This design comes from an exercise in tuning for small area, a short achievable clock period and few clock cycles on the open sky130 flow, not from production work. RTL that was checked went through simulation tests only; none was proved equivalent to the original.

==> module keccak, before the edit <==
module keccak(clk, reset, in, in_ready, is_last, byte_num, buffer_full, out, out_ready);
    input              clk, reset;
    input      [31:0]  in;
    input              in_ready, is_last;
    input      [1:0]   byte_num;
    output             buffer_full;
    output     [511:0] out;
    output reg         out_ready;
    reg       [1599:0] st;      
    reg        [17:0]  wsel;    
    reg        [55:0]  gsel;    
    reg        [4:0]   rnd;     
    reg                perm;    
    reg                fin;     
    reg                bf;      
    wire               accept = in_ready & ~bf;
    wire               blk_end = accept & (is_last | wsel[17]);
    wire               last_rnd = perm & (rnd == 5'd23);
    wire               spec = accept & is_last & (byte_num == 2'd0);
    wire               perm_n = blk_end | (perm & ~last_rnd);
    wire       [7:0]   go;      
    wire               fin_n = fin | (accept & is_last);
    wire       [31:0]  word, w;
    wire       [63:0]  rc;
    wire     [1599:0]  bo, absorbed, st_next;
    wire       [6:0]   b0r;
    wire       [63:0]  p, p2, h;    
    assign buffer_full = bf;
    padder1 padder1_ (in, is_last, byte_num, word);
    assign w = {word[7:0], word[15:8], word[23:16], word[31:24]};
    rconst rconst_ (rnd, rc);
    round  round_  (st, spec, gsel, rc, bo, b0r);
    function [17:0] gmk;
        input integer k;
        case (k)
          0: gmk = 18'h00100;
          1: gmk = 18'h00101;
          2: gmk = 18'h00200;
          3: gmk = 18'h00202;
          4: gmk = 18'h00401;
          5: gmk = 18'h00405;
          6: gmk = 18'h00500;
          7: gmk = 18'h00802;
          8: gmk = 18'h0080a;
          9: gmk = 18'h00a00;
          10: gmk = 18'h01004;
          11: gmk = 18'h01014;
          12: gmk = 18'h01104;
          13: gmk = 18'h01105;
          14: gmk = 18'h01401;
          15: gmk = 18'h01504;
          16: gmk = 18'h02008;
          17: gmk = 18'h02028;
          18: gmk = 18'h02208;
          19: gmk = 18'h0220a;
          20: gmk = 18'h02802;
          21: gmk = 18'h02a08;
          22: gmk = 18'h04010;
          23: gmk = 18'h04050;
          24: gmk = 18'h04110;
          25: gmk = 18'h04150;
          26: gmk = 18'h04411;
          27: gmk = 18'h04415;
          28: gmk = 18'h05004;
          29: gmk = 18'h05411;
          30: gmk = 18'h08020;
          31: gmk = 18'h080a0;
          32: gmk = 18'h08220;
          33: gmk = 18'h082a0;
          34: gmk = 18'h08822;
          35: gmk = 18'h0882a;
          36: gmk = 18'h0a008;
          37: gmk = 18'h0a822;
          38: gmk = 18'h10040;
          39: gmk = 18'h10140;
          40: gmk = 18'h10441;
          41: gmk = 18'h10541;
          42: gmk = 18'h11044;
          43: gmk = 18'h11054;
          44: gmk = 18'h14010;
          45: gmk = 18'h14110;
          46: gmk = 18'h15044;
          47: gmk = 18'h20080;
          48: gmk = 18'h20280;
          49: gmk = 18'h20882;
          50: gmk = 18'h20a82;
          51: gmk = 18'h22088;
          52: gmk = 18'h220a8;
          53: gmk = 18'h28020;
          54: gmk = 18'h28220;
          55: gmk = 18'h2a088;
          default: gmk = 18'h00000;
        endcase
    endfunction
    wire       [17:0]  wsel_n = reset ? 18'd1 : ~accept ? wsel : blk_end ? 18'd1 : {wsel[16:0], 1'b0};
    genvar q;
    generate
      for (q = 0; q < 56; q = q + 1) begin : GS
        always @ (posedge clk)
          gsel[q] <= |(wsel_n & gmk(q));
      end
    endgenerate
    always @ (posedge clk)
      wsel <= wsel_n;
    always @ (posedge clk)
      if (reset) begin
        rnd <= 0; perm <= 0; fin <= 0; bf <= 0; out_ready <= 0;
      end else begin
        perm <= perm_n;
        fin <= fin_n;
        bf <= perm_n | fin_n;
        if (perm)
          rnd <= last_rnd ? 5'd0 : rnd + 5'd1;
        else if (spec)
          rnd <= 5'd1;
        if (last_rnd & fin)
          out_ready <= 1;
      end
    genvar j, k;
    generate
      for (j = 0; j < 18; j = j + 1) begin : ABS
        wire e = accept & wsel[j];
        for (k = 0; k < 32; k = k + 1) begin : B
          if (j == 17 && k == 31)
            assign absorbed[32*j + k] = st[32*j + k] ^ (w[k] & e) ^ (accept & is_last);
          else
            kab ab (st[32*j + k], w[k], e, absorbed[32*j + k]);
        end
      end
    endgenerate
    assign absorbed[1599:576] = st[1599:576];
    generate
      for (j = 0; j < 8; j = j + 1) begin : GO
        kgo g (perm, bf, in_ready, is_last, byte_num, go[j]);
      end
      for (j = 0; j < 64; j = j + 1) begin : CT
        kctl ct (go[j / 8], reset, p[j], p2[j], h[j]);
      end
      for (j = 0; j < 1600; j = j + 1) begin : NX
        localparam integer L = j / 64, Z = j % 64, X = L % 5, Y = L / 5;
        localparam integer R = (Z == 0) ? 0 : (Z == 1) ? 1 : (Z == 3) ? 2 : (Z == 7) ? 3
                             : (Z == 15) ? 4 : (Z == 31) ? 5 : (Z == 63) ? 6 : -1;
        wire a = (L == 0 && R >= 0) ? b0r[R < 0 ? 0 : R] : bo[j];
        knx nx (p[Z], p2[Z], a, bo[64*((X+1)%5 + 5*Y) + Z], bo[64*((X+2)%5 + 5*Y) + Z],
                h[Z], absorbed[j], st_next[j]);
      end
    endgenerate
    always @ (posedge clk)
      st <= st_next;
    generate
      for (j = 0; j < 64; j = j + 1) begin : OUT
        assign out[511-8*j -: 8] = st[8*j +: 8];
      end
    endgenerate
endmodule
==> module knx, before the edit <==
module knx(p, p2, a, b, c, h, s, y);
    input p, p2, a, b, c, h, s;
    output y;
    wire u, v;
    ksel sl (p, a, h, s, u);
    kpn  pn (p2, b, c, v);
    kx2  xo (u, v, y);
endmodule
==> module kgo, before the edit <==
module kgo(perm, bf, in_ready, is_last, byte_num, go);
    input perm, bf, in_ready, is_last;
    input [1:0] byte_num;
    output go;
    assign go = perm | (in_ready & ~bf & is_last & (byte_num == 2'd0));
endmodule
==> module kp, before the edit <==
module kp(go, reset, p);
    input go, reset;
    output p;
    assign p = go & ~reset;
endmodule
==> module kctl, before the edit <==
module kctl(go, reset, p, p2, h);
    input go, reset;
    output p, p2, h;
    kp k1 (go, reset, p);
    kp k2 (go, reset, p2);
    assign h = ~go & ~reset;
endmodule
Settings: LEC_CHECK=0, CAP_MARGIN=30, CORE_MARGIN=2, CORE_UTILIZATION=40, GPL_ROUTABILITY_DRIVEN=1, GPL_TIMING_DRIVEN=1, PLACE_DENSITY=0.5, SETUP_SLACK_MARGIN=2.5, SLEW_MARGIN=30, SYNTH_HIERARCHICAL=1; clock period 5.5 ns.
standard.sh (not shown) runs the stock make flow with config.mk's settings and CLKGATE_MAP_FILE= SYNTH_SCRIPT=/design/flow/synth_recipe.tcl, a recipe that flattens the netlist after the stock synthesis.
==> flow/flow/run.sh <==
#!/bin/bash
# The standard ORFS flow (the standard.sh), with plain buffers instead of
# delay cells on the ports and a clock tree without dummy loads. The make output
# goes to flow.log; each ORFS step keeps its own log under orfs/logs.
set -euo pipefail
export BUFFER_PORTS_ARGS="-buffer_cell sky130_fd_sc_hd__buf_2"
export GLOBAL_PLACEMENT_ARGS="-timing_driven_nets_percentage 50 -timing_driven_net_weight_max 5"
export CTS_ARGS="-sink_clustering_enable -repair_clock_nets -dont_use_dummy_load -sink_clustering_size 20 -sink_clustering_max_diameter 80"
bash standard.sh > flow.log 2>&1
The starting point ran to the end with no violations.
Testbench counts at the start, summed over its fixed seeds: cycles 7,376.
Change:
--- a/flow/design.v
+++ b/flow/design.v
@@ -19,5 +19,5 @@
     wire               spec = accept & is_last & (byte_num == 2'd0);
     wire               perm_n = blk_end | (perm & ~last_rnd);
-    wire       [7:0]   go;      
+    wire               go = perm | spec;    
     wire               fin_n = fin | (accept & is_last);
     wire       [31:0]  word, w;
@@ -25,5 +25,5 @@
     wire     [1599:0]  bo, absorbed, st_next;
     wire       [6:0]   b0r;
-    wire       [63:0]  p, p2, h;    
+    wire       [63:0]  p, h;    
     assign buffer_full = bf;
     padder1 padder1_ (in, is_last, byte_num, word);
@@ -131,9 +131,6 @@
     assign absorbed[1599:576] = st[1599:576];
     generate
-      for (j = 0; j < 8; j = j + 1) begin : GO
-        kgo g (perm, bf, in_ready, is_last, byte_num, go[j]);
-      end
       for (j = 0; j < 64; j = j + 1) begin : CT
-        kctl ct (go[j / 8], reset, p[j], p2[j], h[j]);
+        kctl ct (go, reset, p[j], h[j]);
       end
       for (j = 0; j < 1600; j = j + 1) begin : NX
@@ -142,5 +139,5 @@
                              : (Z == 15) ? 4 : (Z == 31) ? 5 : (Z == 63) ? 6 : -1;
         wire a = (L == 0 && R >= 0) ? b0r[R < 0 ? 0 : R] : bo[j];
-        knx nx (p[Z], p2[Z], a, bo[64*((X+1)%5 + 5*Y) + Z], bo[64*((X+2)%5 + 5*Y) + Z],
+        knx nx (p[Z], a, bo[64*((X+1)%5 + 5*Y) + Z], bo[64*((X+2)%5 + 5*Y) + Z],
                 h[Z], absorbed[j], st_next[j]);
       end
@@ -178,10 +175,10 @@
     assign y = p & ~b & c;
 endmodule
-module knx(p, p2, a, b, c, h, s, y);
-    input p, p2, a, b, c, h, s;
+module knx(p, a, b, c, h, s, y);
+    input p, a, b, c, h, s;
     output y;
     wire u, v;
     ksel sl (p, a, h, s, u);
-    kpn  pn (p2, b, c, v);
+    kpn  pn (p, b, c, v);
     kx2  xo (u, v, y);
 endmodule
@@ -191,21 +188,9 @@
     assign y = s ^ (w & e);
 endmodule
-module kgo(perm, bf, in_ready, is_last, byte_num, go);
-    input perm, bf, in_ready, is_last;
-    input [1:0] byte_num;
-    output go;
-    assign go = perm | (in_ready & ~bf & is_last & (byte_num == 2'd0));
-endmodule
-module kp(go, reset, p);
-    input go, reset;
-    output p;
-    assign p = go & ~reset;
-endmodule
-module kctl(go, reset, p, p2, h);
-    input go, reset;
-    output p, p2, h;
-    kp k1 (go, reset, p);
-    kp k2 (go, reset, p2);
-    assign h = ~go & ~reset;
+module kctl(perm, reset, p, h);
+    input perm, reset;
+    output p, h;
+    assign p = perm & ~reset;
+    assign h = ~perm & ~reset;
 endmodule
 module rconst(r, rc);
What happened: The new run passed the timing, DRC and antenna checks. Synthesized cell count went down slightly. Non-clock buffer count went down by 10. Wire length went down by a few percent. Design area went down slightly. Sequential cell count does not change. Die area went down slightly. Setup slack gains 0.058 ns. Clock-buffer cell count went down by 3.
No functional check of the RTL was part of the second run of this note.

[separate check: timing with driven ports]
In the flow no input, the clock included, has a driving cell. The finished layouts below were timed again as built, in two steps.
Step 1: set_driving_cell puts a clkbuf_16 on clk and a buf_2 on each other input, an assumption about the parent block.
Step 2 times the ports against the registers' clock, not the clock port: input delays grow and output delays shrink by t, the midpoint of the rising clock arrivals with the driver on.
Slacks: ideal / step 1 / step 2; pairs: ideal / step 1.
run	t (ns)	setup slack, ns	worst setup path at the end	cell pins on the clock port's net
the first run	1.050	2.231 / 2.231 / 1.524	input to register	1
the second run	1.038	2.289 / 2.289 / 1.396	input to register	1
After both steps every run listed still meets setup and hold. For the second run, which loses most, drivers alone change the setup slack by 0.000 ns; drivers and shift together by -0.893 ns.
